Source: an optimization exercise on an open RTL-to-GDS flow (aim: small area, a short achievable clock period and few clock cycles per item). Production flows keep margins and buffers that such runs may drop.
In this exercise RTL edits were held to simulation tests only and were not proved equivalent to the original.
Power is estimated from default activity; no workload was simulated.

// dsp_processor
module dsp_processor(
    input         clk,
    input         nrst,
    input         instr_valid,
    input  [31:0] instr,
    output        instr_ready,
    output        out_valid,
    output [31:0] v1,
    output [31:0] v2,
    output [31:0] v3
);
reg [31:0] t0s, t1s, t2s, t3s, t4s, t5s, t6s, t7s, t8s;
reg [5:0]  tvr;            
wire [8:0] tv = {2'b11, tvr[5:4], 1'b1, tvr[3:0]};
wire [287:0] tall = {t8s, t7s, t6s, t5s, t4s, t3s, t2s, t1s, t0s};
reg        d_v, d_mpy, d_end, d_we, d_ld;
reg [4:0]  d_ra, d_rb;
reg [3:0]  d_wd;
reg [7:0]  d_imm;
reg        x_mpy, x_end, x_we;
reg [3:0]  x_wd;
reg [31:0] x_a, x_b;
reg [15:0] x_one, x_two, x_neg;
reg        w_end;
reg [8:0]  w_wen;          
reg [31:0] w_r0, w_r1, w_r2, w_r3;
reg stall;
reg ready;
assign instr_ready = ready;
assign out_valid   = w_end;
assign v1 = t4s;
assign v2 = t8s;
assign v3 = t7s;
wire       i_mpy, i_end, i_we, i_ld;
wire [4:0] i_ra, i_rb;
wire [3:0] i_wd;
wire [7:0] i_imm;
fetch dec(.instr(instr), .is_mpy(i_mpy), .is_end(i_end), .ra(i_ra), .rb(i_rb),
          .we(i_we), .wd(i_wd), .ld(i_ld), .imm(i_imm));
wire accept = instr_valid & ~stall;
wire [31:0] x_sum = x_a + x_b;
wire [31:0] m_r0, m_r1, m_r2, m_r3;
mul_cs mul(.a(x_a), .one(x_one), .two(x_two), .neg(x_neg),
           .r0(m_r0), .r1(m_r1), .r2(m_r2), .r3(m_r3));
wire [31:0] w_s1 = w_r0 ^ w_r1 ^ w_r2;
wire [31:0] w_c1 = {(w_r0[30:0] & w_r1[30:0]) | (w_r0[30:0] & w_r2[30:0]) | (w_r1[30:0] & w_r2[30:0]), 1'b0};
wire [31:0] w_s2 = w_s1 ^ w_c1 ^ w_r3;
wire [31:0] w_c2 = {(w_s1[30:0] & w_c1[30:0]) | (w_s1[30:0] & w_r3[30:0]) | (w_c1[30:0] & w_r3[30:0]), 1'b0};
wire [31:0] w_res = w_s2 + w_c2;
wire [31:0] rf_a, rf_b;
control rpa(.sel(d_ra), .valid(tv), .t(tall), .q(rf_a));
control rpb(.sel(d_rb), .valid(tv), .t(tall), .q(rf_b));
wire fx_a = x_we & ({1'b0, x_wd} + 5'd1 == d_ra);
wire [15:0] w_wen16 = {6'd0, w_wen, 1'b0};
wire fw_a = w_wen16[d_ra[3:0]] & ~d_ra[4];
wire fx_b = x_we & ({1'b0, x_wd} + 5'd1 == d_rb);
wire fw_b = w_wen16[d_rb[3:0]] & ~d_rb[4];
wire [31:0] op_a = (fx_a ? x_sum : fw_a ? w_res : rf_a) | {24'd0, d_ld ? d_imm : 8'd0};
wire [31:0] op_b = fx_b ? x_sum : fw_b ? w_res : rf_b;
wire [15:0] op_one, op_two, op_neg;
  ...
Size: about 4,900 cells after synthesis, roughly 130 I/O pins, about 0.039 mm2 of cells after synthesis.
export LEC_CHECK = 0
export ABC_AREA = 1
export CAP_MARGIN = 5
export CORE_MARGIN = 2
export CORE_UTILIZATION = 55
export PLACE_DENSITY = 0.72
export SLEW_MARGIN = 5
create_clock -name core_clock -period 10.0 [get_ports {clk}]
standard.sh (not shown) runs the stock make flow with config.mk's settings and CLKGATE_MAP_FILE= SYNTH_SCRIPT=/design/flow/synth_recipe.tcl, a recipe that flattens the netlist after the stock synthesis.
==> flow/flow/run.sh <==
#!/bin/bash
set -euo pipefail
export SETUP_SLACK_MARGIN=6.5
export BUFFER_PORTS_ARGS="-buffer_cell sky130_fd_sc_hd__buf_1"
export CTS_ARGS="-sink_clustering_enable -repair_clock_nets -dont_use_dummy_load -sink_clustering_size 24 -sink_clustering_max_diameter 120 -buf_list sky130_fd_sc_hd__clkbuf_16"
bash standard.sh > standard.log 2>&1
Testbench counts at the start, summed over its fixed seeds: cycles 6,663, instrs 6,427.
Then changed:
==> flow/flow/run.sh (replaced) <==
#!/bin/bash
set -euo pipefail
export SETUP_SLACK_MARGIN=6.5
export BUFFER_PORTS_ARGS="-buffer_cell sky130_fd_sc_hd__buf_2"
export CTS_ARGS="-sink_clustering_enable -repair_clock_nets -dont_use_dummy_load -sink_clustering_size 24 -sink_clustering_max_diameter 120 -buf_list sky130_fd_sc_hd__clkbuf_16"
bash standard.sh > standard.log 2>&1
- ABC_AREA: 1 -> unset
- CAP_MARGIN: 5 -> 20
- SLEW_MARGIN: 5 -> 20
Effect: Combinational power increases by 79%; power hardly moves; die area decreases by 7.4%; first-iteration DRC count decreases by 7.1%; fmax decreases by 20%; via count decreases by 15%; worst hold slack gets worse by 0.0086 ns; area after synthesis decreases by 7.5%; setup slack gets worse by 0.88 ns; design area decreases by 4.5%; global-route usage decreases by 1.7 points.
Then changed:
- ABC_AREA: unset -> 1
- CORE_UTILIZATION: 55 -> 60
- PLACE_DENSITY: 0.72 -> 0.76
Outcome: Synthesized area goes up by a little under a tenth. Register-to-register slack gets better by 0.85 ns. Via count goes up by about a fifth. Wire length goes up by roughly a tenth. Die area goes down slightly.
Then changed:
--- a/flow/flow/run.sh
+++ b/flow/flow/run.sh
@@ -2,3 +2,3 @@
 set -euo pipefail
-export SETUP_SLACK_MARGIN=6.5
+export SETUP_SLACK_MARGIN=7
 export BUFFER_PORTS_ARGS="-buffer_cell sky130_fd_sc_hd__buf_2"
- CORE_UTILIZATION: 60 -> 40
- PLACE_DENSITY: 0.76 -> 0.6
- TNS_END_PERCENT: unset -> 10
Result: Sequential power barely changes. Synthesized cell count does not change. Design area increases by 8.9%. Critical path depth fell by 2. Clock power rose by about 10%. Register-to-register slack stays flat. Hold slack is worse by 0.024 ns.
Then changed:
--- a/flow/flow/run.sh
+++ b/flow/flow/run.sh
@@ -2,3 +2,3 @@
 set -euo pipefail
-export SETUP_SLACK_MARGIN=7
+export SETUP_SLACK_MARGIN=6.5
 export BUFFER_PORTS_ARGS="-buffer_cell sky130_fd_sc_hd__buf_2"
- CORE_UTILIZATION: 40 -> 55
- PLACE_DENSITY: 0.6 -> 0.72
- TNS_END_PERCENT: 10 -> unset
The changed run completed with no timing, DRC or antenna violations.
Cell count goes down by 7.3%.
Power goes down by 2.5%.
Routed wire length goes down by 11%.
First-iteration DRC count goes up by 4.2%.
Setup slack gets better by 0.11 ns.
Sequential power barely changes.
Design area goes down by 8.7%.
Flip-flop and latch count does not change.
Then changed:
--- a/flow/flow/run.sh
+++ b/flow/flow/run.sh
@@ -2,3 +2,3 @@
 set -euo pipefail
-export SETUP_SLACK_MARGIN=6.5
+export SETUP_SLACK_MARGIN=6.75
 export BUFFER_PORTS_ARGS="-buffer_cell sky130_fd_sc_hd__buf_2"
=>
- The changed run finished with timing, DRC and antenna clean
- routed wire length increases by a few percent
- area after synthesis does not change
- worst setup slack gets worse by 0.088 ns
- power came out lower slightly
- first-iteration DRC count grows by roughly a tenth
- worst hold slack improved by 0.016 ns
- cell count increases slightly
- non-clock buffer count grows by 93

what the ideal ports hide:
The results above use ideal ports. As a check the final layouts listed here were re-extracted and re-timed, cells and wires unchanged.
Step 1 assumes that a clkbuf_16 drives the clock port and a buf_2 every other input.
Step 2 moves the port delays by t, midway between the first and last clock arrival at a register: inputs arrive t later, outputs are due t later. That takes back most of the time a late clock gives input paths.
Three values: no drivers, after step 1, after step 2; two values: the first two.
| run | shift t [ns] | setup WS [ns] | clock arrival spread, ns | worst register clock-pin slew, ns |
|---|---|---|---|---|
| the first run | 0.684 | 6.404 / 6.404 / 6.259 | 0.067 / 0.067 | 0.11 / 0.11 |
| the second run | 0.677 | 5.528 / 5.528 / 5.528 | 0.054 / 0.054 | 0.11 / 0.11 |
| the third run | 0.681 | 6.373 / 6.373 / 6.257 | 0.054 / 0.054 | 0.12 / 0.12 |
| the fourth run | 0.731 | 6.386 / 6.386 / 6.207 | 0.106 / 0.106 | 0.11 / 0.11 |
| the fifth run | 0.689 | 6.497 / 6.497 / 6.273 | 0.070 / 0.070 | 0.11 / 0.11 |
| the sixth run | 0.691 | 6.408 / 6.408 / 6.207 | 0.052 / 0.052 | 0.11 / 0.11 |
After both steps setup and hold are still met in every run listed. The setup slack of the fifth run, which loses most, moves by 0.000 ns with the drivers and by -0.224 ns with both steps.
